From an optimization exercise on the open Yosys and OpenROAD flow, aimed at a short achievable clock period and few clock cycles; shortcuts taken in it are not production practice. No run shown here included a check of the RTL's function; only the layout flow was run. No activity file was given, so power comes from the tool's default toggle rates.

--- design.v ---
module ALU (
    input  [31:0] A,
    input  [31:0] B,
    input  [4:0]  sh,
    input  arith,                
    input  sub,                  
    input  op_slt, op_sltu,
    input  op_and, op_or, op_xor, op_nor, op_passb,
    input  op_sll, op_srl, op_sra,
    output [31:0] S
);
wire [31:0] Bx = B ^ {32{sub}};
wire [31:0] p0 = A ^ Bx;
wire [31:0] g0 = A & Bx;
wire [32*6-1:0] G, P;
assign G[31:0] = {g0[31:1], g0[0] | (p0[0] & sub)};
assign P[31:0] = p0;
genvar i, l;
generate
for (l = 0; l < 5; l = l + 1) begin : lv
    for (i = 0; i < 32; i = i + 1) begin : b
        if (i < (1 << l)) begin : pass
            assign G[32*(l+1)+i] = G[32*l+i];
            assign P[32*(l+1)+i] = P[32*l+i];
        end else begin : op
            assign G[32*(l+1)+i] = G[32*l+i] | (P[32*l+i] & G[32*l+i-(1<<l)]);
            assign P[32*(l+1)+i] = P[32*l+i] & P[32*l+i-(1<<l)];
        end
    end
end
endgenerate
wire [31:0] c    = G[32*5 +: 32];            
wire [31:0] sum  = p0 ^ {c[30:0], sub};
wire        lt_s = (A[31] ^ B[31]) ? A[31] : sum[31];
wire        lt_u = ~c[31];
wire [31:0] shl = B << sh;
wire [31:0] shr = B >> sh;
wire [31:0] sra = $signed(B) >>> sh;
wire [31:0] other = ({32{op_and}}   & (A & B))
                  | ({32{op_or}}    & (A | B))
                  | ({32{op_xor}}   & (A ^ B))
                  | ({32{op_nor}}   & ~(A | B))
                  | ({32{op_passb}} & B)
                  | ({32{op_sll}}   & shl)
                  | ({32{op_srl}}   & shr)
                  | ({32{op_sra}}   & sra);
assign S = ({32{arith}} & sum) | other | {31'd0, (op_slt & lt_s) | (op_sltu & lt_u)};
endmodule
module ALUControl (
    input  [31:0] ir,
    output op_add, op_sub, op_slt, op_sltu,
    output op_and, op_or, op_xor, op_nor, op_passb,
    output op_sll, op_srl, op_sra
);
wire [5:0] op = ir[31:26];
wire [5:0] fn = ir[5:0];
wire is_r = (op == 6'h00);
assign op_add   = (is_r & (fn == 6'h20 | fn == 6'h21)) | op == 6'h08 | op == 6'h09 |
                  op == 6'h23 | op == 6'h2b;
assign op_sub   = is_r & (fn == 6'h22 | fn == 6'h23);
assign op_slt   = (is_r & fn == 6'h2a) | op == 6'h0a;
assign op_sltu  = (is_r & fn == 6'h2b) | op == 6'h0b;
assign op_and   = (is_r & fn == 6'h24) | op == 6'h0c;
assign op_or    = is_r & fn == 6'h25;
assign op_xor   = is_r & fn == 6'h26;
assign op_nor   = is_r & fn == 6'h27;
assign op_passb = op == 6'h0f | op == 6'h03 | (is_r & fn == 6'h09);
assign op_sll   = is_r & fn == 6'h00;
assign op_srl   = is_r & fn == 6'h02;
assign op_sra   = is_r & fn == 6'h03;
endmodule
module Control (
    input  [31:0] ir,
    output        uses_rs,       
    output        uses_rt,       
    output        b_rt,          
    output        b_sext,        
    output        b_zext,        
    output        b_lui,         
    output        b_pc4,         
    output        writes,        
    output [4:0]  dst,           
    output        is_lw,
    output        is_sw,
    output        is_beq,
    output        is_bne,
    output        is_blez,
    output        is_bgtz,
    output        is_bgez,
    output        is_br,         
    output        is_j,          
    output        is_jr,         
    output        is_jalr,       
    output        is_call,       
    output        is_ctl         
);
wire [5:0] op = ir[31:26];
wire [5:0] fn = ir[5:0];
wire [4:0] rt = ir[20:16];
wire [4:0] rd = ir[15:11];
wire is_r    = (op == 6'h00);
wire r_alu   = is_r & (fn == 6'h20 | fn == 6'h21 | fn == 6'h22 | fn == 6'h23 |
                       fn == 6'h24 | fn == 6'h25 | fn == 6'h26 | fn == 6'h27 |
                       fn == 6'h2a | fn == 6'h2b);
wire r_sh    = is_r & (fn == 6'h00 | fn == 6'h02 | fn == 6'h03);
assign is_jr   = is_r & (fn == 6'h08);
assign is_jalr = is_r & (fn == 6'h09);
wire i_sext  = (op == 6'h08) | (op == 6'h09) | (op == 6'h0a) | (op == 6'h0b);
wire i_andi  = (op == 6'h0c);
wire i_lui   = (op == 6'h0f);
assign is_lw   = (op == 6'h23);
assign is_sw   = (op == 6'h2b);
assign is_beq  = (op == 6'h04);
assign is_bne  = (op == 6'h05);
assign is_blez = (op == 6'h06);
assign is_bgtz = (op == 6'h07);
assign is_bgez = (op == 6'h01);
assign is_br   = is_beq | is_bne | is_blez | is_bgtz | is_bgez;
wire   is_jal  = (op == 6'h03);
assign is_j    = (op == 6'h02) | is_jal;
assign is_call = is_jal | is_jalr;
assign is_ctl  = is_br | is_j | is_jr | is_jalr;
assign uses_rs = r_alu | is_jr | is_jalr | i_sext | i_andi | is_lw | is_sw | is_br;
assign uses_rt = r_alu | r_sh | is_sw | is_beq | is_bne;
assign b_rt   = r_alu | r_sh | is_beq | is_bne;
assign b_sext = i_sext | is_lw | is_sw;
assign b_zext = i_andi;
assign b_lui  = i_lui;
assign b_pc4  = is_call;
assign writes = r_alu | r_sh | is_jalr | i_sext | i_andi | i_lui | is_lw | is_jal;
assign dst    = is_jal ? 5'd31 : (is_r ? rd : rt);
endmodule
module RegisterFile (
    input         clk,
    input         rst_n,
    input         we,
    input  [4:0]  wa,
    input  [31:0] wd,
    input  [4:0]  ra1,
    input  [4:0]  ra2,
    output [31:0] rd1,
    output [31:0] rd2
);
reg [31:0] rf [0:31];
reg [31:0] written;
wire [31:0] q [0:31];
genvar i;
generate
for (i = 0; i < 32; i = i + 1) begin : g
    assign q[i] = rf[i] & {32{written[i]}};
end
endgenerate
assign rd1 = q[ra1];
assign rd2 = q[ra2];
always @(posedge clk or negedge rst_n) begin
    if (~rst_n) begin
        written <= 32'd0;
    end else if (we && wa != 5'd0) begin
        written[wa] <= 1'b1;
    end
end
always @(posedge clk) begin
    if (we && wa != 5'd0)
        rf[wa] <= wd;
end
endmodule
module IF_BTB #(parameter N = 16, parameter TW = 12) (
    input clk,
    input rst_n,
    input  [TW-1:0] f_tag,
    output          pt,          
    output          pret,        
    output [TW-1:0] ptgt,        
    input           upd,
    input           u_taken,
    input  [TW-1:0] u_tag,
    input  [TW-1:0] u_tgt,
    input           u_ret
);
reg  [N-1:0]  v;
reg  [N-1:0]  isret;
reg  [TW-1:0] tag [0:N-1];
reg  [TW-1:0] tgt [0:N-1];
reg  [1:0]    ctr [0:N-1];
reg  [$clog2(N)-1:0] rr;
wire [N-1:0] hit, hitnz, hitret, um;
wire [TW-1:0] tsel [0:N];
assign tsel[0] = {TW{1'b0}};
genvar i;
generate
for (i = 0; i < N; i = i + 1) begin : g
    assign hit[i]    = v[i] & (tag[i] == f_tag);
    assign hitnz[i]  = hit[i] & (|ctr[i]);
    assign hitret[i] = hit[i] & isret[i];
    assign um[i]     = v[i] & (tag[i] == u_tag);
    assign tsel[i+1] = tsel[i] | ({TW{hit[i]}} & tgt[i]);
    wire alloc = upd & u_taken & ~(|um) & (rr == i);
    always @(posedge clk) begin
        if (alloc) begin
            tag[i]   <= u_tag;
            tgt[i]   <= u_tgt;
            isret[i] <= u_ret;
            ctr[i]   <= 2'd2;
        end else if (upd & um[i]) begin
            if (u_taken) begin
                tgt[i]   <= u_tgt;
                isret[i] <= u_ret;
                if (ctr[i] != 2'd3) ctr[i] <= ctr[i] + 2'd1;
            end else begin
                if (ctr[i] != 2'd0) ctr[i] <= ctr[i] - 2'd1;
            end
        end
    end
end
endgenerate
assign pt   = |hitnz;
assign pret = |hitret;
assign ptgt = tsel[N];
always @(posedge clk or negedge rst_n) begin
    if (~rst_n) begin
        v  <= {N{1'b0}};
        rr <= 0;
    end else if (upd & u_taken & ~(|um)) begin
        v[rr] <= 1'b1;
        rr    <= rr + 1'b1;
    end
end
endmodule
module IDForward (
    input  [4:0] r,
    input        e_rw,
    input  [4:0] e_dst,
    input        m_rw,
    input  [4:0] m_dst,
    output       sel_em,
    output       sel_mw
);
wire hit_e = e_rw & (e_dst == r);
assign sel_em = hit_e;
assign sel_mw = ~hit_e & m_rw & (m_dst == r);
endmodule
module BranchCond (
    input  [31:0] m,             
    input  [31:0] w,             
    input  [31:0] ra,            
    input  [31:0] rb,            
    input  [31:0] pnpc,          
    input  a_m, a_w, a_r,        
    input  [8:0] ab,             
    input  is_beq, is_bne, is_blez, is_bgtz, is_bgez,
    output taken,
    output jr_ne                 
);
wire eq_mw = (m == w);
wire eq_mr = (m == rb);
wire eq_wr = (w == rb);
wire eq_rm = (ra == m);
wire eq_rw = (ra == w);
wire eq_rr = (ra == rb);
wire eq = ab[0] | (ab[1] & eq_mw) | (ab[2] & eq_mr) |
          (ab[3] & eq_mw) | ab[4] | (ab[5] & eq_wr) |
          (ab[6] & eq_rm) | (ab[7] & eq_rw) | (ab[8] & eq_rr);
wire zero = (a_m & (m == 32'd0)) | (a_w & (w == 32'd0)) | (a_r & (ra == 32'd0));
wire neg  = (a_m & m[31]) | (a_w & w[31]) | (a_r & ra[31]);
assign jr_ne = (a_m & (m != pnpc)) | (a_w & (w != pnpc)) | (a_r & (ra != pnpc));
assign taken = (is_beq  & eq)
             | (is_bne  & ~eq)
             | (is_blez & (neg | zero))
             | (is_bgtz & ~neg & ~zero)
             | (is_bgez & ~neg);
endmodule
module MEM (
    input         is_lw,
    input  [31:0] alu_res,
    input  [31:0] rdata,
    output [31:0] res
);
assign res = is_lw ? rdata : alu_res;
endmodule
module cpu_pipeline (
    input clk,           
    input rst_n,         
    output [31:0] imem_addr,     
    input  [31:0] imem_rdata,    
    output [31:0] dmem_addr,     
    output [31:0] dmem_wdata,    
    output        dmem_we,       
    input  [31:0] dmem_rdata     
);
reg  [31:0] pc;
reg         d_valid;
reg  [31:0] d_ir, d_pc4, d_pnpc;
reg  [11:0] d_tag;
reg         d_pt;
reg  [31:0] e_a, e_b, e_sd, e_pc4, e_bt, e_pnpc;
reg  [4:0]  e_sh, e_dst;
reg  [11:0] e_tag;
reg         e_rw, e_lw, e_sw, e_br, e_j, e_jr, e_jalr;
reg         e_beq, e_bne, e_blez, e_bgtz, e_bgez;
reg         e_pt, e_ptok;
reg         e_a_m, e_a_w, e_a_r, e_b_m, e_b_w, e_b_r, e_s_m, e_s_w, e_s_r;
reg  [8:0]  e_ab;
reg         e_add, e_sub, e_slt, e_sltu, e_and, e_or, e_xor, e_nor, e_passb;
reg         e_sll, e_srl, e_sra;
reg  [31:0] m_res, m_sd;
reg         m_we, m_rw, m_lw;
reg  [4:0]  m_dst;
reg  [31:0] w_res;
reg         w_rw;
reg  [4:0]  w_dst;
reg  [31:0] ra;
reg         u_upd, u_taken, u_ret;
reg  [11:0] u_tag, u_tgt;
wire [31:0] f_pc4 = {pc[31], pc[30:0] + 31'd4};
wire        f_pt, f_pret;
wire [11:0] f_ptgt;
IF_BTB #(.N(16), .TW(12)) BTB (
    .clk    (clk),
    .rst_n  (rst_n),
    .f_tag  (pc[13:2]),
    .pt     (f_pt),
    .pret   (f_pret),
    .ptgt   (f_ptgt),
    .upd    (u_upd),
    .u_taken(u_taken),
    .u_tag  (u_tag),
    .u_tgt  (u_tgt),
    .u_ret  (u_ret)
);
wire        d_call;
wire [31:0] ras   = (d_valid & d_call) ? d_pc4 : ra;
wire [31:0] f_npc = ~f_pt  ? f_pc4 :
                    f_pret ? ras   : {pc[31:14], f_ptgt, 2'b00};
assign imem_addr = pc;
wire [4:0]  d_rs  = d_ir[25:21];
wire [4:0]  d_rt  = d_ir[20:16];
wire [15:0] d_imm = d_ir[15:0];
wire d_uses_rs, d_uses_rt, d_b_rt, d_b_sext, d_b_zext, d_b_lui, d_b_pc4, d_writes;
wire [4:0] d_dst;
wire d_lw, d_sw, d_beq, d_bne, d_blez, d_bgtz, d_bgez, d_br, d_j, d_jr, d_jalr, d_ctl;
Control C1 (
    .ir     (d_ir),
    .uses_rs(d_uses_rs),
    .uses_rt(d_uses_rt),
    .b_rt   (d_b_rt),
    .b_sext (d_b_sext),
    .b_zext (d_b_zext),
    .b_lui  (d_b_lui),
    .b_pc4  (d_b_pc4),
    .writes (d_writes),
    .dst    (d_dst),
    .is_lw  (d_lw),
    .is_sw  (d_sw),
    .is_beq (d_beq),
    .is_bne (d_bne),
    .is_blez(d_blez),
    .is_bgtz(d_bgtz),
    .is_bgez(d_bgez),
    .is_br  (d_br),
    .is_j   (d_j),
    .is_jr  (d_jr),
    .is_jalr(d_jalr),
    .is_call(d_call),
    .is_ctl (d_ctl)
);
wire d_add, d_sub, d_slt, d_sltu, d_and, d_or, d_xor, d_nor, d_passb, d_sll, d_srl, d_sra;
ALUControl AC1 (
    .ir      (d_ir),
    .op_add  (d_add),
    .op_sub  (d_sub),
    .op_slt  (d_slt),
    .op_sltu (d_sltu),
    .op_and  (d_and),
    .op_or   (d_or),
    .op_xor  (d_xor),
    .op_nor  (d_nor),
    .op_passb(d_passb),
    .op_sll  (d_sll),
    .op_srl  (d_srl),
    .op_sra  (d_sra)
);
wire [31:0] rf_rs, rf_rt;
RegisterFile RF (
    .clk  (clk),
    .rst_n(rst_n),
    .we   (w_rw),
    .wa   (w_dst),
    .wd   (w_res),
    .ra1  (d_rs),
    .ra2  (d_rt),
    .rd1  (rf_rs),
    .rd2  (rf_rt)
);
wire [31:0] d_rsv = (w_rw && w_dst == d_rs) ? w_res : rf_rs;
wire [31:0] d_rtv = (w_rw && w_dst == d_rt) ? w_res : rf_rt;
wire d_rw = d_writes & (d_dst != 5'd0);
wire stall = d_valid & e_lw &
             ((d_uses_rs & (e_dst == d_rs)) | (d_uses_rt & (e_dst == d_rt)));
wire [31:0] d_jt = {d_pc4[31:28], d_ir[25:0], 2'b00};
wire [31:0] d_bt = d_pc4 + {{14{d_imm[15]}}, d_imm, 2'b00};
wire red_j  = d_j & ~(d_pt & (d_pnpc == d_jt));
wire red_b  = d_br & ~d_pt & d_imm[15];           
wire red_jr = d_jr & ~d_pt;                       
wire red_nc = d_pt & ~d_ctl;                      
wire d_red  = d_valid & (red_j | red_b | red_jr | red_nc);
wire [31:0] d_rtgt = red_j  ? d_jt :
                     red_b  ? d_bt :
                     red_jr ? ra   : d_pc4;
wire a_em, a_mw, b_em, b_mw;
IDForward FA (.r(d_rs), .e_rw(e_rw), .e_dst(e_dst), .m_rw(m_rw), .m_dst(m_dst), .sel_em(a_em), .sel_mw(a_mw));
IDForward FB (.r(d_rt), .e_rw(e_rw), .e_dst(e_dst), .m_rw(m_rw), .m_dst(m_dst), .sel_em(b_em), .sel_mw(b_mw));
wire a_rg = ~a_em & ~a_mw;
wire b_rg = ~b_em & ~b_mw;
wire [31:0] d_bval = d_b_rt   ? d_rtv :
                     d_b_sext ? {{16{d_imm[15]}}, d_imm} :
                     d_b_zext ? {16'd0, d_imm} :
                     d_b_lui  ? {d_imm, 16'd0} :
                                d_pc4;
wire [31:0] A  = ({32{e_a_m}} & m_res) | ({32{e_a_w}} & w_res) | ({32{e_a_r}} & e_a);
wire [31:0] B  = ({32{e_b_m}} & m_res) | ({32{e_b_w}} & w_res) | ({32{e_b_r}} & e_b);
wire [31:0] SD = ({32{e_s_m}} & m_res) | ({32{e_s_w}} & w_res) | ({32{e_s_r}} & e_sd);
wire [31:0] e_res;
ALU A1 (
    .A(A), .B(B), .sh(e_sh),
    .arith(e_add), .sub(e_sub), .op_slt(e_slt), .op_sltu(e_sltu),
    .op_and(e_and), .op_or(e_or), .op_xor(e_xor), .op_nor(e_nor), .op_passb(e_passb),
    .op_sll(e_sll), .op_srl(e_srl), .op_sra(e_sra),
    .S(e_res)
);
wire taken, jr_ne;
BranchCond BC (
    .m(m_res), .w(w_res), .ra(e_a), .rb(e_b), .pnpc(e_pnpc),
    .a_m(e_a_m), .a_w(e_a_w), .a_r(e_a_r), .ab(e_ab),
    .is_beq(e_beq), .is_bne(e_bne), .is_blez(e_blez), .is_bgtz(e_bgtz), .is_bgez(e_bgez),
    .taken(taken), .jr_ne(jr_ne)
);
wire e_jrx   = e_jr | e_jalr;
wire mis_t   = e_br & taken & ~e_ptok;    
wire mis_nt  = e_br & ~taken & e_pt;      
wire mis_jr  = e_jrx & jr_ne;             
wire e_mis   = mis_t | mis_nt | mis_jr;
wire [31:0] m_out;
MEM MEM1 (.is_lw(m_lw), .alu_res(m_res), .rdata(dmem_rdata), .res(m_out));
assign dmem_addr  = m_res;
assign dmem_wdata = m_sd;
assign dmem_we    = m_we;
wire d_go = d_valid & ~stall & ~e_mis;    
wire [31:0] pc_fd = stall ? pc : d_red ? d_rtgt : f_npc;
wire [31:0] pc_next = ({32{mis_jr}} & A) | ({32{mis_t}} & e_bt) | ({32{mis_nt}} & e_pc4) |
                      ({32{~e_mis}} & pc_fd);
always @(posedge clk or negedge rst_n) begin
    if (~rst_n) begin
        pc      <= 32'h8000_0000;
        d_valid <= 1'b0;
    end else begin
        pc      <= pc_next;
        d_valid <= ~e_mis & (stall | ~d_red);
    end
end
always @(posedge clk) begin
    if (~stall) begin
        d_ir   <= imem_rdata;
        d_tag  <= pc[13:2];
        d_pc4  <= f_pc4;
        d_pnpc <= f_npc;
        d_pt   <= f_pt;
    end
end
always @(posedge clk or negedge rst_n) begin
    if (~rst_n) begin
        ra <= 32'd0;
    end else if (d_valid & d_call) begin
        ra <= d_pc4;
    end
end
always @(posedge clk or negedge rst_n) begin
    if (~rst_n) begin
        e_rw <= 1'b0; e_lw <= 1'b0; e_sw <= 1'b0;
        e_br <= 1'b0; e_j <= 1'b0; e_jr <= 1'b0; e_jalr <= 1'b0;
    end else begin
        e_rw    <= d_go & d_rw;
        e_lw    <= d_go & d_lw & d_rw;
        e_sw    <= d_go & d_sw;
        e_br    <= d_go & d_br;
        e_j     <= d_go & d_j;
        e_jr    <= d_go & d_jr;
        e_jalr  <= d_go & d_jalr;
    end
end
always @(posedge clk) begin
    e_a    <= d_rsv;
    e_b    <= d_bval;
    e_sd   <= d_rtv;
    e_sh   <= d_ir[10:6];
    e_dst  <= d_dst;
    e_pc4  <= d_pc4;
    e_bt   <= d_br ? d_bt : d_jt;
    e_pnpc <= d_red ? d_rtgt : d_pnpc;
    e_pt   <= d_pt | red_b;
    e_ptok <= red_b | (d_pt & (d_pnpc == d_bt));
    e_tag  <= d_tag;
    e_beq  <= d_beq; e_bne <= d_bne; e_blez <= d_blez; e_bgtz <= d_bgtz; e_bgez <= d_bgez;
    e_a_m  <= a_em;
    e_a_w  <= a_mw;
    e_a_r  <= a_rg;
    e_b_m  <= b_em & d_b_rt;
    e_b_w  <= b_mw & d_b_rt;
    e_b_r  <= b_rg | ~d_b_rt;
    e_s_m  <= b_em;
    e_s_w  <= b_mw;
    e_s_r  <= b_rg;
    e_ab   <= {a_rg & b_rg, a_rg & b_mw, a_rg & b_em,
               a_mw & b_rg, a_mw & b_mw, a_mw & b_em,
               a_em & b_rg, a_em & b_mw, a_em & b_em};
    e_add <= d_add | d_sub; e_sub <= d_sub | d_slt | d_sltu; e_slt <= d_slt; e_sltu <= d_sltu;
    e_and <= d_and; e_or <= d_or; e_xor <= d_xor; e_nor <= d_nor; e_passb <= d_passb;
    e_sll <= d_sll; e_srl <= d_srl; e_sra <= d_sra;
end
always @(posedge clk or negedge rst_n) begin
    if (~rst_n) begin
        u_upd <= 1'b0;
    end else begin
        u_upd <= e_br | e_j | e_jrx;
    end
end
always @(posedge clk) begin
    u_taken <= ~e_br | taken;
    u_tgt   <= e_jrx ? A[13:2] : e_bt[13:2];
    u_ret   <= e_jr;
    u_tag   <= e_tag;
end
always @(posedge clk or negedge rst_n) begin
    if (~rst_n) begin
        m_we <= 1'b0;
        m_rw <= 1'b0;
    end else begin
        m_we <= e_sw;
        m_rw <= e_rw;
    end
end
always @(posedge clk) begin
    m_res <= e_res;
    m_sd  <= SD;
    m_lw  <= e_lw;
    m_dst <= e_dst;
end
always @(posedge clk or negedge rst_n) begin
    if (~rst_n) begin
        w_rw <= 1'b0;
    end else begin
        w_rw <= m_rw;
    end
end
always @(posedge clk) begin
    w_res <= m_out;
    w_dst <= m_dst;
end
endmodule
--- flow/run.sh ---
#!/bin/bash
set -euo pipefail
MARGIN=${MARGIN:-9}
sed -e "s/SETUP_SLACK_MARGIN=[-0-9.]*/SETUP_SLACK_MARGIN=$MARGIN/" standard.sh > standard_margin.sh
grep -q "SETUP_SLACK_MARGIN=$MARGIN" standard_margin.sh
bash standard_margin.sh finish > flow_make.log 2>&1
--- standard.sh ---
#!/bin/bash
# synth_recipe.tcl (not shown) runs the flow's synth.tcl, then flattens the netlist and writes it again
# the make line also repeats each setting of config.mk as NAME=value (left out here)
make -C /OpenROAD-flow-scripts/flow DESIGN_CONFIG=/design/flow/config.mk WORK_HOME=/design/flow/orfs CLKGATE_MAP_FILE= SYNTH_SCRIPT=/design/flow/synth_recipe.tcl "${@:-finish}"
--- config.mk ---
export PLATFORM = sky130hd
export DESIGN_NAME = cpu_pipeline
export DESIGN_NICKNAME = cpu_pipeline
export VERILOG_FILES = /design/flow/design.v
export SDC_FILE = /design/flow/constraint.sdc
export NUM_CORES = 8
export LEC_CHECK = 0
export ABC_CLOCK_PERIOD_IN_PS = 3500
export CAP_MARGIN = 20
export CORE_MARGIN = 2
export CORE_UTILIZATION = 40
export PLACE_DENSITY = 0.6
export SETUP_SLACK_MARGIN = 5
export SLEW_MARGIN = 20
--- constraint.sdc ---
create_clock -name core_clock -period 13.0 [get_ports {clk}]
set_input_delay 2.6000 -clock core_clock [delete_from_list [all_inputs] [get_ports {clk}]]
set_output_delay 2.6000 -clock core_clock [all_outputs]
set_load 0.01 [all_outputs]
==> results.py, run 1 <==
metrics = {
    "outcome": {
        "status": "no timing/DRC/antenna violations",
    },
    "global_routing": {
        "grt_overflow_total": 0,
        "grt_start_max_net_pins": 75,
        "grt_pass1_vias": 93390,
        "grt_first_pass_wirelength_mm": 773.0,
        "grt_antenna_before_repair": 51,
        "grt_util_all_layers": 0.4101,
    },
    "route": {
        "ant_nets": 0,
        "drc": 0,
        "wl_per_cell_um": 40.99,
        "totalWireLength_mm": 577.0,
        "drtIter0Drc": 22310,
        "vias_per_cell": 7.230,
        "vias": 101800,
        "first_pass_iters": 13,
    },
    "sta": {
        "fin_crit_sh": 0.3357,
        "layout_min_cycle_time_ns": 4.364,
        "timing.fmax_mhz": 229.1,
        "setup_violations": 0,
        "worst_pin_slew_ns": 1.261,
        "relSlewSlack": 0.1594,
        "fin_tns_setup_ns": 0,
        "rsz0062_at_grt": "true",
        "drv_slew": 0,
        "hold_viol": 0,
        "skew_ns": 0.06671,
        "hold_slack_ns": 0.3262,
    },
    "cells_and_area": {
        "multi_input_area_mm2": 0.04597,
        "fin_util": 0.4742,
        "drive_above_1_share": 0.1626,
        "fill_cells": 23990,
        "nets": 10530,
        "syn2layout_area_growth_pct": 17.78,
        "regArea_mm2": 0.05785,
    },
    "die": {
        "die_y_um": 518.2,
        "row_count": 188,
        "die_width_um": 518.2,
        "io_pins": 163,
        "die_area_mm2": 0.2686,
        "core_area_mm2": 0.2627,
        "initial_core_util": 0.4026,
    },
    "critical_path": {
        "crit_chain": "buf_12 > buf_6",
        "reg2reg_from": "d_ir[21]",
        "required_ns": 10.40,
        "crit_fanout": 3,
        "startpoint_type": "flop",
        "worstSetupPathType": "flop to output port",
        "r2r_cells": 9,
        "critical_path.max_stage_delay_ns": 0.53,
        "slowest_stage": "dfrtp_4",
        "arrival_ns": 1.76,
        "critPathCaptureType": "output port",
        "critPathLaunch": "pc[11]",
    },
    "yosys": {
        "synth.distinct_cells": 95,
        "yosysSeqAreaShare": 0.5442,
        "synth-adder-area-share": 0.01646,
        "netlist_top_cells_count": "2102 x nand3_1, 1533 x edfxtp_1, 741 x clkbuf_1, 577 x nand4_1, 515 x nand2_1",
        "yosys.area.top_type": "edfxtp_1",
        "synth.most_common_cell": "nand3_1",
        "synth_xor_area_frac": 0.07325,
        "synth_top_area_share": 0.4352,
        "synth_top_family_by_area": "simple AND/OR/NAND/NOR gates",
        "synth_compound_area_frac": 0.09400,
        "synth_warnings": 6,
        "ys_ff_latch": 2077,
        "postSynthNetCount": 10360,
        "syn_area_mm2": 0.1058,
        "avgSynthCellArea_um2": 10.41,
        "yosys_most_used_dff": "edfxtp_1",
        "ys_top_cells_by_area": "edfxtp_1 44%, nand3_1 9.9%, dfxtp_1 7.9%",
        "synth-edff-count": 1533,
        "synth-async-reset-ratio": 0.06163,
        "synthSimpleGateAreaFrac": 0.2117,
        "synth.mux.area_fraction": 0.02173,
        "syn_inst": 10160,
    },
    "cts": {
        "cts_inserted_buffers": 228,
        "cts-root-buf": "clkbuf_16",
        "clock_latency_ns": 0.96,
        "cts_sinks": 2077,
        "path_clk_slew_ns": 0.07,
        "cts_tree": "done",
        "htree_num_levels": 4,
        "clk_path_buf_depth": 4,
    },
    "place": {
        "port-buffer-count": 162,
        "dp_hpwl_mm": 339.7,
        "place_congestion": 1.018,
    },
    "worst_hold_path": {
        "min-delay-start": "e_tag[1]",
        "hold_depth": 0,
        "min_path_type": "flop to flop",
    },
    "pwr": {
        "max-vdd-ir-drop_mv": 0.3716,
        "power.density_mw_per_mm2": 186.9,
        "p_leak_uw": 0.04482,
    },
    "flow_run": {
        "cap_violations": 0,
    },
}
==> registers in the layout (all words and copies together) (netlist names), 16 cells and up <==
signal      flops
d_ir           32
RF.written     32
m_sd           32
e_pnpc         32
e_pc4          32
BTB.tag       192
e_b            32
d_pnpc         32
RF.rf        1024
BTB.ctr        32
BTB.isret      16
BTB.tgt       192
d_pc4          32
e_bt           32
pc             32
m_res          32
BTB.v          16
w_res          32
e_sd           32
ra             32
e_a            32
==> worst max-delay path, delay by kind of cell (launching register included) <==
kind	cells	cell delay [ns]
buf+inv	2	0.28
flops	1	0.53
==> worst paths after layout <==
| path | end | slack (ns) |
|---|---|---|
| min | u_tag[1] | 0.33 |
| max | imem_addr[11] | 8.64 |
| min in group asynchronous | ra[23] | 1.79 |
| min reg2reg | u_tag[1] | 0.33 |
| max in group asynchronous | RF.written[31] | 9.65 |
| max reg2reg | e_a[16] | 8.70 |
==> final cells by class <==
type | instances | share of cell area
multi-input combinational | 7034 | 0.3689
clock inverter | 157 | 0.01428
sequential | 2077 | 0.4643
clock buffer | 271 | 0.04957
inverter | 180 | 0.005553
timing repair inverter | 1 | 0.00007030
timing repair buffer | 806 | 0.06133
tap | 3515 | 0.03530
antenna | 33 | 0.0006628
==> cell usage in the layout, fill, tap and decap left out, types with 45 or more instances in the layout <==
cell             Yosys  final
a211oi_1            64     61
a21o_1              54     48
a21oi_1            256    244
a221oi_1            87     72
a222oi_1            73     73
a22o_1             114    114
a31oi_1            131    127
buf_12               0     48
buf_4                6    503
buf_6                9    134
clkbuf_16            0    236
clkdlybuf4s50_1      0     64
clkinv_2             0     45
dfrtp_1            127     64
dfrtp_2              0     61
dfxtp_1            416    322
dfxtp_2              0     62
edfxtp_1          1533   1533
ha_1               136    131
inv_1              175    172
mux2_2             105    103
mux2i_1             92     92
nand2_1            515    502
nand3_1           2102   2100
nand4_1            577    577
nor2_1             495    407
nor2_4               0     84
nor3_1             104     78
nor4_1             265    247
o21ai_0            279    258
xnor2_1            409    402
xor2_1             466    465
==> power breakdown <==
part	leakage (uW)	switching [uW]	internal, uW
Sequential	0.0193	1060	7900
Clock	0.00386	3000	4020
Combinational	0.0216	4820	2480
Total	0.0448	8890	14400
==> layer usage <==
metal  share of wire  track usage
met1            0.35       0.5056
met2            0.39       0.5583
met3            0.17       0.1940
met4           0.093       0.2826
met5          0.0026      0.03912
==> stage by stage <==
step / area, um2 / worst slack [ns] / power, uW / cells
after floorplan: 105800 / 9.009 / 12290 / 10160
after global placement: 112400 / 7.299 / 15110 / 13360
after detailed placement: 112400 / 7.534 / 15150 / 13360
after CTS: 123300 / 8.610 / 22670 / 13990
after global routing: 124500 / 8.621 / 23650 / 14050
final: 124600 / 8.636 / 23290 / 14070
==> kinds of logic (layout without fill, tap and decap cells) <==
group / Yosys count / after routing
AO/OA/AOI/OAI: 1437 / 1437
XOR/XNOR: 879 / 879
adder cells (fa/ha/maj): 138 / 138
buffers and inverters: 1051 / 1415
flip-flops: 2077 / 2077
multiplexers: 212 / 212
other: 0 / 33
AND/OR/NAND/NOR: 4365 / 4368
==> repair_timing <==
| item | in CTS | in global routing |
|---|---|---|
| hold buffers | 0 | 0 |
| gates resized for setup | 813 | 180 |
| buffers inserted | 188 | 42 |
| pin swaps | 40 | 27 |
| cloned | 13 | 2 |
| setup endpoints to repair | 618 | 851 |
==> run 2: changes to the inputs <==
==> run.sh (new file) <==
#!/bin/bash
# synth_recipe.tcl (not shown) runs the flow's synth.tcl, then flattens the netlist and writes it again
# the make line also repeats each setting of config.mk as NAME=value (left out here)
make -C /OpenROAD-flow-scripts/flow DESIGN_CONFIG=/design/flow/config.mk WORK_HOME=/design/flow/orfs CLKGATE_MAP_FILE= SYNTH_SCRIPT=/design/flow/synth_recipe.tcl finish
removed: flow/run.sh
removed: standard.sh
==> run 2 against run 1 <==
Power is 5.8% lower. First-iteration DRC count is 6.6% higher. Largest cell class unchanged. Cell count is 1.9% lower. Still clean on timing, DRC and antenna. Clock power is 6.8% lower. Sequential share of layout area is 1.7 points higher. Largest power group unchanged. Synthesized cell count stayed put. Critical path depth is 1 lower.
==> results.py, run 2 <==
metrics = {
    "critical_path": {
        "critPathTopFamily": "flip-flops",
        "reg2reg_from": "w_res[0]",
        "r2r_cells": 14,
        "regToRegEndpoint": "m_res[30]",
        "worstSetupPathType": "flop to output port",
        "r2r_slack_ns": 7.90,
        "startpoint_type": "flop",
        "critical_path.max_stage_delay_ns": 1.11,
        "required_ns": 10.40,
        "crit_chain": "clkdlybuf4s50_1",
        "arrival_ns": 2.72,
        "critPathCaptureType": "output port",
        "crit_fanout": 10,
        "crit_buf_inv": 1,
        "slowest_stage": "dfxtp_1",
    },
    "cells_and_area": {
        "instances_no_fill": 13810,
        "fill_cells": 24340,
        "layout_commonest_cell": "nand3_1",
        "final_cell_mix": "2101 x nand3_1, 1533 x edfxtp_1, 577 x nand4_1",
        "reg_top3": "RF.rf (1024), BTB.tag (192), BTB.tgt (192)",
        "fin_area_mm2": 0.1197,
        "drive_above_1_share": 0.1059,
        "nets": 10270,
        "syn2layout_area_growth_pct": 13.18,
        "multi_input_area_mm2": 0.04503,
        "largest_reg_flops": 1024,
        "top_register": "RF.rf",
        "regArea_mm2": 0.05766,
    },
    "worst_hold_path": {
        "hold_depth": 0,
        "min_to": "u_tag[10]",
        "min-delay-start": "e_tag[10]",
        "min_path_type": "flop to flop",
    },
    "die": {
        "die_width_um": 518.2,
        "row_count": 188,
        "die_area_mm2": 0.2686,
        "core_area_mm2": 0.2627,
        "die_y_um": 518.2,
        "io_pins": 163,
        "initial_core_util": 0.4026,
    },
    "cts": {
        "clk_path_buf_depth": 4,
        "htree_num_levels": 4,
        "cts_tree": "done",
        "cts_sinks": 2077,
        "hold_buffers": 0,
        "cts_resized": 0,
        "cts-root-buf": "clkbuf_16",
        "post_cts_buffers": 0,
        "cts_inserted_buffers": 226,
        "clock_latency_ns": 0.99,
        "path_clk_slew_ns": 0.07,
    },
    "route": {
        "vias": 101200,
        "drtIter0Drc": 23790,
        "wl_per_cell_um": 40.15,
        "drc": 0,
        "totalWireLength_mm": 554.5,
        "vias_per_cell": 7.330,
        "ant_nets": 0,
        "first_pass_iters": 17,
    },
    "pwr": {
        "p_clk_frac": 0.298,
        "p_leak_uw": 0.04234,
        "max-vdd-ir-drop_mv": 0.2592,
        "p_sw_frac": 0.3779,
        "p_switching_uw": 8288,
        "comb_power_share": 0.286,
        "intPower_uw": 13640,
        "power.density_mw_per_mm2": 183.2,
        "power.total_uw": 21930,
        "seqPwrFrac": 0.416,
    },
    "yosys": {
        "postSynthNetCount": 10360,
        "yosys_most_used_dff": "edfxtp_1",
        "syn_inst": 10160,
        "synth_top_area_share": 0.4352,
        "synth.distinct_cells": 95,
        "ys_top_cells_by_area": "edfxtp_1 44%, nand3_1 9.9%, dfxtp_1 7.9%",
        "yosysSeqAreaShare": 0.5442,
        "yosys.area.top_type": "edfxtp_1",
        "synth_warnings": 6,
        "synth-async-reset-ratio": 0.06163,
        "syn_area_mm2": 0.1058,
        "netlist_top_cells_count": "2102 x nand3_1, 1533 x edfxtp_1, 741 x clkbuf_1, 577 x nand4_1, 515 x nand2_1",
        "avgSynthCellArea_um2": 10.41,
        "synth.most_common_cell": "nand3_1",
        "synth-edff-count": 1533,
        "ys_ff_latch": 2077,
    },
    "place": {
        "port-buffer-count": 162,
        "dp_slack_ns": 7.624,
        "place_area_mm2": 0.1122,
        "placed_cells": 13340,
        "place_congestion": 1.028,
        "dp_hpwl_mm": 330.8,
    },
    "sta": {
        "layout_min_cycle_time_ns": 5.323,
        "setup_violations": 0,
        "hold_viol": 0,
        "relSlewSlack": 0.1282,
        "rsz0062_at_grt": "false",
        "drv_slew": 0,
        "fin_crit_sh": 0.4095,
        "skew_ns": 0.1582,
        "worst_pin_slew_ns": 1.308,
        "timing.fmax_mhz": 187.9,
        "setup_slack_ns": 7.677,
        "fin_tns_setup_ns": 0,
    },
    "global_routing": {
        "grt_util_all_layers": 0.3940,
        "grt_first_pass_wirelength_mm": 747.4,
        "grt_pass1_vias": 92380,
        "grt_start_max_net_pins": 81,
        "grt_antenna_before_repair": 56,
        "grt_overflow_total": 0,
    },
    "outcome": {
        "status": "no timing/DRC/antenna violations",
    },
    "flow_run": {
        "cap_violations": 0,
    },
}
-- run 2: cell counts after synthesis --
Identical to the previous run, type by type.
-- run 2: per-layer routing --
metal  track usage  up-vias  wire (um)
met1        0.4816    48280     189700
met3        0.1956     3550      96570
met5       0.05228        -       1876
li1              -    38360          -
met4        0.2765       62      54790
met2        0.5305    10990     211500
-- run 2: power groups by stage --
stage	clock (uW)	sequential (uW)	combinational [uW]
after detailed placement	0	9120	5910
after global routing	6760	9100	6460
after global placement	0	9110	5840
final	6540	9120	6270
after floorplan	0	8510	3780
after CTS	6510	8990	5940
-- run 2: cell families after synthesis --
| kind of cell | Yosys count | synth area share |
|---|---|---|
| flip-flops | 2077 | 0.5442 |
| multiplexers | 212 | 0.02173 |
| adder cells (fa/ha/maj) | 138 | 0.01646 |
| XOR/XNOR | 879 | 0.07325 |
| buffers and inverters | 1051 | 0.03861 |
| AND/OR/NAND/NOR | 4365 | 0.2117 |
| AO/OA/AOI/OAI | 1437 | 0.09400 |
-- run 2: area by class of cell --
| type | count | share of cell area |
|---|---|---|
| diodes | 50 | 0.001045 |
| clock buffers | 300 | 0.05218 |
| clock inverters | 113 | 0.008914 |
| inverters | 180 | 0.005643 |
| multi-input cells | 7031 | 0.3761 |
| flip-flops and latches | 2077 | 0.4816 |
| well taps | 3515 | 0.03673 |
| repair buffers | 545 | 0.03770 |
-- run 2: worst max path at each step --
stage,start,to,cells past startpoint
floorplan,d_ir[29],d_ir[0],10
detailed placement,e_b_w,m_res[30],16
finish,m_res[9],dmem_addr[9],1
global route,w_res[0],m_res[30],14
global placement,e_b_w,m_res[30],16
CTS,e_b_w,m_res[30],16
-- run 2: per-stage QoR --
step	hold WS, ns	util
CTS	0.3263	0.4550
global placement	0.3120	0.4269
finish	0.3259	0.4557
detailed placement	0.3120	0.4272
global route	0.3297	0.4554
floorplan	0.3096	-
==> run 3: changes to the inputs <==
--- a/design.v
+++ b/design.v
@@ -137,31 +137,34 @@
     input  [4:0]  wa,
     input  [31:0] wd,
-    input  [4:0]  ra1,
-    input  [4:0]  ra2,
+    input  [31:0] ra1,           
+    input  [31:0] ra2,           
     output [31:0] rd1,
     output [31:0] rd2
 );
-reg [31:0] rf [0:31];
-reg [31:0] written;
-wire [31:0] q [0:31];
+reg  [31:0] rf [1:31];
+reg  [31:1] written;
+wire [31:0] q1 [0:31];
+wire [31:0] q2 [0:31];
+assign q1[0] = 32'd0;
+assign q2[0] = 32'd0;
 genvar i;
 generate
-for (i = 0; i < 32; i = i + 1) begin : g
-    assign q[i] = rf[i] & {32{written[i]}};
-end
-endgenerate
-assign rd1 = q[ra1];
-assign rd2 = q[ra2];
-always @(posedge clk or negedge rst_n) begin
-    if (~rst_n) begin
-        written <= 32'd0;
-    end else if (we && wa != 5'd0) begin
-        written[wa] <= 1'b1;
+for (i = 1; i < 32; i = i + 1) begin : g
+    assign q1[i] = q1[i-1] | (rf[i] & {32{written[i] & ra1[i]}});
+    assign q2[i] = q2[i-1] | (rf[i] & {32{written[i] & ra2[i]}});
+    always @(posedge clk) begin
+        if (we && wa == i)
+            rf[i] <= wd;
+    end
+    always @(posedge clk or negedge rst_n) begin
+        if (~rst_n)
+            written[i] <= 1'b0;
+        else if (we && wa == i)
+            written[i] <= 1'b1;
     end
 end
-always @(posedge clk) begin
-    if (we && wa != 5'd0)
-        rf[wa] <= wd;
-end
+endgenerate
+assign rd1 = q1[31];
+assign rd2 = q2[31];
 endmodule
 module IF_BTB #(parameter N = 16, parameter TW = 12) (
@@ -169,5 +172,7 @@
     input rst_n,
     input  [TW-1:0] f_tag,
+    output [N-1:0]  hit,         
     output          pt,          
+    output          plx,         
     output          pret,        
     output [TW-1:0] ptgt,        
@@ -176,24 +181,33 @@
     input  [TW-1:0] u_tag,
     input  [TW-1:0] u_tgt,
-    input           u_ret
+    input           u_ret,
+    input           l_upd,       
+    input  [N-1:0]  l_hit,       
+    input           l_taken
 );
 reg  [N-1:0]  v;
 reg  [N-1:0]  isret;
-reg  [TW-1:0] tag [0:N-1];
-reg  [TW-1:0] tgt [0:N-1];
-reg  [1:0]    ctr [0:N-1];
+reg  [N-1:0]  tv;                
+reg  [TW-1:0] tag  [0:N-1];
+reg  [TW-1:0] tgt  [0:N-1];
+reg  [1:0]    ctr  [0:N-1];
+reg  [3:0]    cnt  [0:N-1];      
+reg  [3:0]    trip [0:N-1];
 reg  [$clog2(N)-1:0] rr;
-wire [N-1:0] hit, hitnz, hitret, um;
+wire [N-1:0] hitnz, hitlx, hitret, um;
 wire [TW-1:0] tsel [0:N];
 assign tsel[0] = {TW{1'b0}};
+wire alloc_any = upd & u_taken & ~(|um);
 genvar i;
 generate
 for (i = 0; i < N; i = i + 1) begin : g
+    wire lx = tv[i] & (cnt[i] == trip[i]);
     assign hit[i]    = v[i] & (tag[i] == f_tag);
-    assign hitnz[i]  = hit[i] & (|ctr[i]);
+    assign hitnz[i]  = hit[i] & (|ctr[i]) & ~lx;
+    assign hitlx[i]  = hit[i] & (|ctr[i]) & lx;
     assign hitret[i] = hit[i] & isret[i];
     assign um[i]     = v[i] & (tag[i] == u_tag);
     assign tsel[i+1] = tsel[i] | ({TW{hit[i]}} & tgt[i]);
-    wire alloc = upd & u_taken & ~(|um) & (rr == i);
+    wire alloc = alloc_any & (rr == i);
     always @(posedge clk) begin
         if (alloc) begin
@@ -212,7 +226,29 @@
         end
     end
+    always @(posedge clk) begin
+        if (alloc) begin
+            cnt[i] <= 4'd1;
+        end else if (l_upd & l_hit[i]) begin
+            if (l_taken) begin
+                if (cnt[i] != 4'd15) cnt[i] <= cnt[i] + 4'd1;
+            end else begin
+                trip[i] <= cnt[i];
+                cnt[i]  <= 4'd0;
+            end
+        end
+    end
+    always @(posedge clk or negedge rst_n) begin
+        if (~rst_n) begin
+            tv[i] <= 1'b0;
+        end else if (alloc) begin
+            tv[i] <= 1'b0;
+        end else if (l_upd & l_hit[i] & ~l_taken) begin
+            tv[i] <= 1'b1;
+        end
+    end
 end
 endgenerate
 assign pt   = |hitnz;
+assign plx  = |hitlx;
 assign pret = |hitret;
 assign ptgt = tsel[N];
@@ -221,5 +257,5 @@
         v  <= {N{1'b0}};
         rr <= 0;
-    end else if (upd & u_taken & ~(|um)) begin
+    end else if (alloc_any) begin
         v[rr] <= 1'b1;
         rr    <= rr + 1'b1;
@@ -292,8 +328,11 @@
 reg  [31:0] d_ir, d_pc4, d_pnpc;
 reg  [11:0] d_tag;
-reg         d_pt;
+reg  [15:0] d_hit;
+reg  [31:0] d_rs_oh, d_rt_oh;    
+reg         d_pt, d_lx;
 reg  [31:0] e_a, e_b, e_sd, e_pc4, e_bt, e_pnpc;
 reg  [4:0]  e_sh, e_dst;
 reg  [11:0] e_tag;
+reg  [15:0] e_hit;
 reg         e_rw, e_lw, e_sw, e_br, e_j, e_jr, e_jalr;
 reg         e_beq, e_bne, e_blez, e_bgtz, e_bgez;
@@ -309,15 +348,21 @@
 reg         w_rw;
 reg  [4:0]  w_dst;
+reg  [31:0] pcn, ma;
 reg  [31:0] ra;
 reg         u_upd, u_taken, u_ret;
 reg  [11:0] u_tag, u_tgt;
-wire [31:0] f_pc4 = {pc[31], pc[30:0] + 31'd4};
-wire        f_pt, f_pret;
+wire        taken, jr_ne;
+wire [31:0] pcx = {pcn[31], ~pcn[30:0]};
+wire [31:0] f_pc4 = {pcx[31], pcx[30:0] + 31'd4};
+wire        f_pt, f_plx, f_pret;
+wire [15:0] f_hit;
 wire [11:0] f_ptgt;
 IF_BTB #(.N(16), .TW(12)) BTB (
     .clk    (clk),
     .rst_n  (rst_n),
-    .f_tag  (pc[13:2]),
+    .f_tag  (pcx[13:2]),
+    .hit    (f_hit),
     .pt     (f_pt),
+    .plx    (f_plx),
     .pret   (f_pret),
     .ptgt   (f_ptgt),
@@ -326,11 +371,16 @@
     .u_tag  (u_tag),
     .u_tgt  (u_tgt),
-    .u_ret  (u_ret)
+    .u_ret  (u_ret),
+    .l_upd  (e_br),
+    .l_hit  (e_hit),
+    .l_taken(taken)
 );
 wire        d_call;
 wire [31:0] ras   = (d_valid & d_call) ? d_pc4 : ra;
 wire [31:0] f_npc = ~f_pt  ? f_pc4 :
-                    f_pret ? ras   : {pc[31:14], f_ptgt, 2'b00};
-assign imem_addr = pc;
+                    f_pret ? ras   : {pcx[31:14], f_ptgt, 2'b00};
+assign imem_addr = {~pc[31], pc[30:0]};
+wire [31:0] f_rs_oh = 32'd1 << imem_rdata[25:21];
+wire [31:0] f_rt_oh = 32'd1 << imem_rdata[20:16];
 wire [4:0]  d_rs  = d_ir[25:21];
 wire [4:0]  d_rt  = d_ir[20:16];
@@ -387,6 +437,6 @@
     .wa   (w_dst),
     .wd   (w_res),
-    .ra1  (d_rs),
-    .ra2  (d_rt),
+    .ra1  (d_rs_oh),
+    .ra2  (d_rt_oh),
     .rd1  (rf_rs),
     .rd2  (rf_rt)
@@ -400,5 +450,5 @@
 wire [31:0] d_bt = d_pc4 + {{14{d_imm[15]}}, d_imm, 2'b00};
 wire red_j  = d_j & ~(d_pt & (d_pnpc == d_jt));
-wire red_b  = d_br & ~d_pt & d_imm[15];           
+wire red_b  = d_br & ~d_pt & ~d_lx & d_imm[15];   
 wire red_jr = d_jr & ~d_pt;                       
 wire red_nc = d_pt & ~d_ctl;                      
@@ -428,5 +478,4 @@
     .S(e_res)
 );
-wire taken, jr_ne;
 BranchCond BC (
     .m(m_res), .w(w_res), .ra(e_a), .rb(e_b), .pnpc(e_pnpc),
@@ -442,17 +491,19 @@
 wire [31:0] m_out;
 MEM MEM1 (.is_lw(m_lw), .alu_res(m_res), .rdata(dmem_rdata), .res(m_out));
-assign dmem_addr  = m_res;
+assign dmem_addr  = ma;
 assign dmem_wdata = m_sd;
 assign dmem_we    = m_we;
 wire d_go = d_valid & ~stall & ~e_mis;    
-wire [31:0] pc_fd = stall ? pc : d_red ? d_rtgt : f_npc;
+wire [31:0] pc_fd = stall ? pcx : d_red ? d_rtgt : f_npc;
 wire [31:0] pc_next = ({32{mis_jr}} & A) | ({32{mis_t}} & e_bt) | ({32{mis_nt}} & e_pc4) |
                       ({32{~e_mis}} & pc_fd);
 always @(posedge clk or negedge rst_n) begin
     if (~rst_n) begin
-        pc      <= 32'h8000_0000;
+        pc      <= 32'h0000_0000;
+        pcn     <= 32'hffff_ffff;
         d_valid <= 1'b0;
     end else begin
-        pc      <= pc_next;
+        pc      <= {~pc_next[31], pc_next[30:0]};
+        pcn     <= {pc_next[31], ~pc_next[30:0]};
         d_valid <= ~e_mis & (stall | ~d_red);
     end
@@ -461,8 +512,12 @@
     if (~stall) begin
         d_ir   <= imem_rdata;
-        d_tag  <= pc[13:2];
+        d_rs_oh <= f_rs_oh;
+        d_rt_oh <= f_rt_oh;
+        d_tag  <= pcx[13:2];
         d_pc4  <= f_pc4;
         d_pnpc <= f_npc;
         d_pt   <= f_pt;
+        d_lx   <= f_plx;
+        d_hit  <= f_hit;
     end
 end
@@ -500,4 +555,5 @@
     e_ptok <= red_b | (d_pt & (d_pnpc == d_bt));
     e_tag  <= d_tag;
+    e_hit  <= d_hit;
     e_beq  <= d_beq; e_bne <= d_bne; e_blez <= d_blez; e_bgtz <= d_bgtz; e_bgez <= d_bgez;
     e_a_m  <= a_em;
@@ -539,4 +595,11 @@
     end
 end
+always @(posedge clk or negedge rst_n) begin
+    if (~rst_n) begin
+        ma <= 32'd0;
+    end else begin
+        ma <= e_res;
+    end
+end
 always @(posedge clk) begin
     m_res <= e_res;
==> flow/run.sh (new file) <==
#!/bin/bash
set -euo pipefail
MARGIN=${MARGIN:-9}
sed -e "s/SETUP_SLACK_MARGIN=[-0-9.]*/SETUP_SLACK_MARGIN=$MARGIN/" standard.sh > standard_margin.sh
grep -q "SETUP_SLACK_MARGIN=$MARGIN" standard_margin.sh
bash standard_margin.sh finish > flow_make.log 2>&1
==> standard.sh (new file) <==
#!/bin/bash
# synth_recipe.tcl (not shown) runs the flow's synth.tcl, then flattens the netlist and writes it again
# the make line also repeats each setting of config.mk as NAME=value (left out here)
make -C /OpenROAD-flow-scripts/flow DESIGN_CONFIG=/design/flow/config.mk WORK_HOME=/design/flow/orfs CLKGATE_MAP_FILE= SYNTH_SCRIPT=/design/flow/synth_recipe.tcl "${@:-finish}"
--- a/config.mk
+++ b/config.mk
@@ -6,5 +6,4 @@
 export NUM_CORES = 8
 export LEC_CHECK = 0
-export ABC_CLOCK_PERIOD_IN_PS = 3500
 export CAP_MARGIN = 20
 export CORE_MARGIN = 2
removed: run.sh
==> run 3 against run 2 <==
Die area up 4.4%. Critical endpoint is now pcn[31]. Synthesized area up 4.5%. Clock-buffer cell count up 37. Sequential power up 11%. Largest cell class unchanged.
==> results.py, run 3 <==
metrics = {
    "yosys": {
        "synth.distinct_cells": 94,
        "yosys_most_used_dff": "edfxtp_1",
        "synth_warnings": 9,
        "netlist_top_cells_count": "1644 x edfxtp_1, 567 x xnor2_1, 546 x clkbuf_1, 536 x nor2_1, 508 x a22oi_1",
        "synth-edff-count": 1644,
        "yosys.area.top_type": "edfxtp_1",
        "postSynthNetCount": 9541,
        "ys_ff_latch": 2347,
        "synth.mux.area_fraction": 0.02155,
        "syn_inst": 9326,
        "syn_area_mm2": 0.1105,
        "synth_xor_area_frac": 0.07450,
        "ys_top_cells_by_area": "edfxtp_1 45%, dfxtp_1 9.0%, xnor2_1 4.5%",
        "yosysSeqAreaShare": 0.5838,
        "synth-async-reset-ratio": 0.08820,
        "synthSimpleGateAreaFrac": 0.1067,
        "synth.most_common_cell": "edfxtp_1",
        "synth_top_family_by_area": "compound AO/OA/AOI/OAI gates",
        "synth_compound_area_frac": 0.1608,
        "synth_top_area_share": 0.4467,
        "synth-adder-area-share": 0.01701,
        "avgSynthCellArea_um2": 11.85,
    },
    "place": {
        "place_area_mm2": 0.1162,
        "dp_hpwl_mm": 315.8,
        "place_congestion": 1.013,
        "port-buffer-count": 162,
    },
    "route": {
        "drtIter0Drc": 18460,
        "ant_nets": 0,
        "vias_per_cell": 6.933,
        "vias": 93510,
        "wl_per_cell_um": 39.73,
        "totalWireLength_mm": 535.9,
        "drc": 0,
        "first_pass_iters": 11,
    },
    "global_routing": {
        "grt_overflow_total": 0,
        "grt_pass1_vias": 87240,
        "grt_antenna_before_repair": 38,
        "grt_start_max_net_pins": 141,
        "grt_first_pass_wirelength_mm": 716.6,
        "grt_util_all_layers": 0.3663,
    },
    "sta": {
        "fin_crit_sh": 0.3353,
        "skew_ns": 0.1028,
        "timing.fmax_mhz": 229.4,
        "layout_min_cycle_time_ns": 4.359,
        "worst_pin_slew_ns": 1.320,
        "relSlewSlack": 0.1160,
        "setup_violations": 0,
        "drv_slew": 0,
        "rsz0062_at_grt": "true",
        "fin_tns_setup_ns": 0,
        "hold_viol": 0,
    },
    "critical_path": {
        "worstSetupPathType": "flop to flop",
        "required_ns": 13.81,
        "reg2reg_from": "e_a[11]",
        "critPathCaptureType": "flop",
        "critical_path.max_stage_delay_ns": 0.57,
        "crit_fanout": 6,
        "r2r_slack_ns": 8.64,
        "timing.critical_path.mode_cell": "buf_12",
        "arrival_ns": 5.17,
        "crit_chain": "xor2_1 > nor4_1 > nand4_1 > nor3_1 > or3_1 > or4_4 > nand2_8 > buf_12 > buf_12 > mux2i_4 > buf_12 > buf_12 > a21o_4 > buf_6 > a311oi_4 > a211o_1",
        "startpoint_type": "flop",
        "regToRegEndpoint": "pcn[31]",
        "slowest_stage": "nor4_1",
        "r2r_cells": 16,
    },
    "cells_and_area": {
        "drive_above_1_share": 0.1898,
        "nets": 9784,
        "final_cell_mix": "1644 x edfxtp_1, 520 x xnor2_1, 506 x a22oi_1",
        "largest_reg_flops": 992,
        "fin_area_mm2": 0.1319,
        "reg_top3": "RF.rf (992), BTB.tag (192), BTB.tgt (192)",
        "syn2layout_area_growth_pct": 19.39,
        "layout_commonest_cell": "edfxtp_1",
        "top_register": "RF.rf",
    },
    "cts": {
        "cts_inserted_buffers": 262,
        "hold_buffers": 0,
        "cts_sinks": 2347,
        "cts_tree": "done",
        "cts-root-buf": "clkbuf_16",
        "clock_latency_ns": 0.94,
        "path_clk_slew_ns": 0.06,
        "clk_path_buf_depth": 4,
        "htree_num_levels": 5,
    },
    "worst_hold_path": {
        "min-delay-start": "e_tag[9]",
        "min_to": "u_tag[9]",
        "hold_depth": 0,
        "min_path_type": "flop to flop",
    },
    "die": {
        "initial_core_util": 0.4028,
        "row_count": 192,
        "die_width_um": 529.6,
        "io_pins": 163,
        "die_y_um": 529.6,
        "core_area_mm2": 0.2743,
        "die_area_mm2": 0.2805,
    },
    "flow_run": {
        "cap_violations": 0,
    },
    "pwr": {
        "p_leak_uw": 0.04802,
        "max-vdd-ir-drop_mv": 0.1490,
        "power.total_uw": 24720,
        "power.density_mw_per_mm2": 187.3,
    },
    "outcome": {
        "status": "no timing/DRC/antenna violations",
    },
}
-- run 3: changes by cell type in the layout (fill, tap and decap cells not counted), sizes merged, moves of 97 or more --
cell and change:
nand3 -1846, a22oi +473, nand4 -357, buf +234
a221oi +233, a22o +196, xnor2 +157, nor4 -133
edfxtp +111, clkdlybuf4s50 -97
-- run 3: power by group --
part / leakage (uW) / internal (uW) / total, uW / switching (uW)
Clock: 0.00424 / 4420 / 7690 / 3270
Combinational: 0.0217 / 2730 / 6910 / 4190
Sequential: 0.0221 / 8910 / 10100 / 1200
-- run 3: per-layer routing --
layer  part of all wire  vias to the layer above  GRT usage
met2               0.40                     8695     0.5141
met5            0.00051                        -  0.0006838
li1                   -                    36310          -
met1               0.36                    46120     0.4688
met4              0.086                       26     0.2429
met3               0.15                     2356     0.1377
-- run 3: final cells by class --
class	instances	area (um2)
fill	24020	142400
sequential	2347	64760
multi-input combinational	6014	45070
timing repair buffer	710	7820
clock buffer	337	7262
tap	3686	4612
clock inverter	140	1464
inverter	234	902.1
antenna	19	47.55
-- run 3: what timing repair did --
action,in CTS,in global routing
setup buffers,188,82
resized for setup,919,293
pin swaps,66,102
setup endpoints to repair,909,475
cloned,34,5
-- run 3: critical path, delay by kind of cell, from the launching register on --
kind	cells	cell delay, ns
DFF	1	0.54
and+or+nand+nor	6	1.86
buffers and inverters	5	0.72
muxes	1	0.18
xor gates and xnor gates	1	0.26
AOI/OAI and AO/OA	3	0.67
-- run 3: worst max-delay path by stage --
stage              start  slack, ns       to
6_report         e_a[11]       8.64  pcn[31]
5_1_grt        m_res[11]       8.70  pcn[31]
4_1_cts             m_we       8.83  dmem_we
3_5_place_dp   m_res[11]       7.39     e_lw
3_3_place_gp     e_a[10]       7.51     e_lw
2_1_floorplan   d_ir[30]       8.82   pc[18]
-- run 3: through the flow --
| stage | hold slack (ns) | instances | setup WS (ns) | util |
|---|---|---|---|---|
| floorplan | 0.3096 | 9326 | 8.821 | - |
| global placement | 0.3108 | 12680 | 7.508 | 0.4237 |
| detailed placement | 0.3120 | 12680 | 7.386 | 0.4237 |
| CTS | 0.3246 | 13380 | 8.833 | 0.4722 |
| global route | 0.3282 | 13470 | 8.696 | 0.4808 |
| finish | 0.3232 | 13490 | 8.641 | 0.4809 |
-- run 3: cell families after synthesis --
group	Yosys count
compound gates	2386
flops	2347
simple gates	2317
buf+inv	969
xor+xnor	940
mux	218
fa+ha+maj	149

afterwards: timing with drivers on the ports:
The flow's constraints put no driver on any port. The routed layouts listed below were extracted and timed again, unchanged, in two steps.
Step 1, drivers: a clkbuf_16 drives clk and a buf_2 each remaining input, both assumed.
Step 2 moves the port delays by t, midway between the first and last clock arrival at a register: inputs arrive t later, outputs are due t later. That takes back most of the time a late clock gives input paths.
Three values: no drivers, after step 1, after step 2; two values: the first two.
run	t (ns)	setup WS [ns]	worst setup path at the end	pins driven straight from the clock port
run 1	1.030	8.636 / 8.534 / 8.678	input, reset recovery	1
run 2	0.986	7.677 / 7.581 / 7.904	register to register	1
run 3	1.009	8.641 / 8.641 / 8.281	input, reset recovery	1
After both steps every run listed still meets setup and hold. For run 3, which loses most, drivers alone change the setup slack by 0.000 ns; drivers and shift together by -0.360 ns. The worst setup slack also covers recovery checks on asynchronous resets.
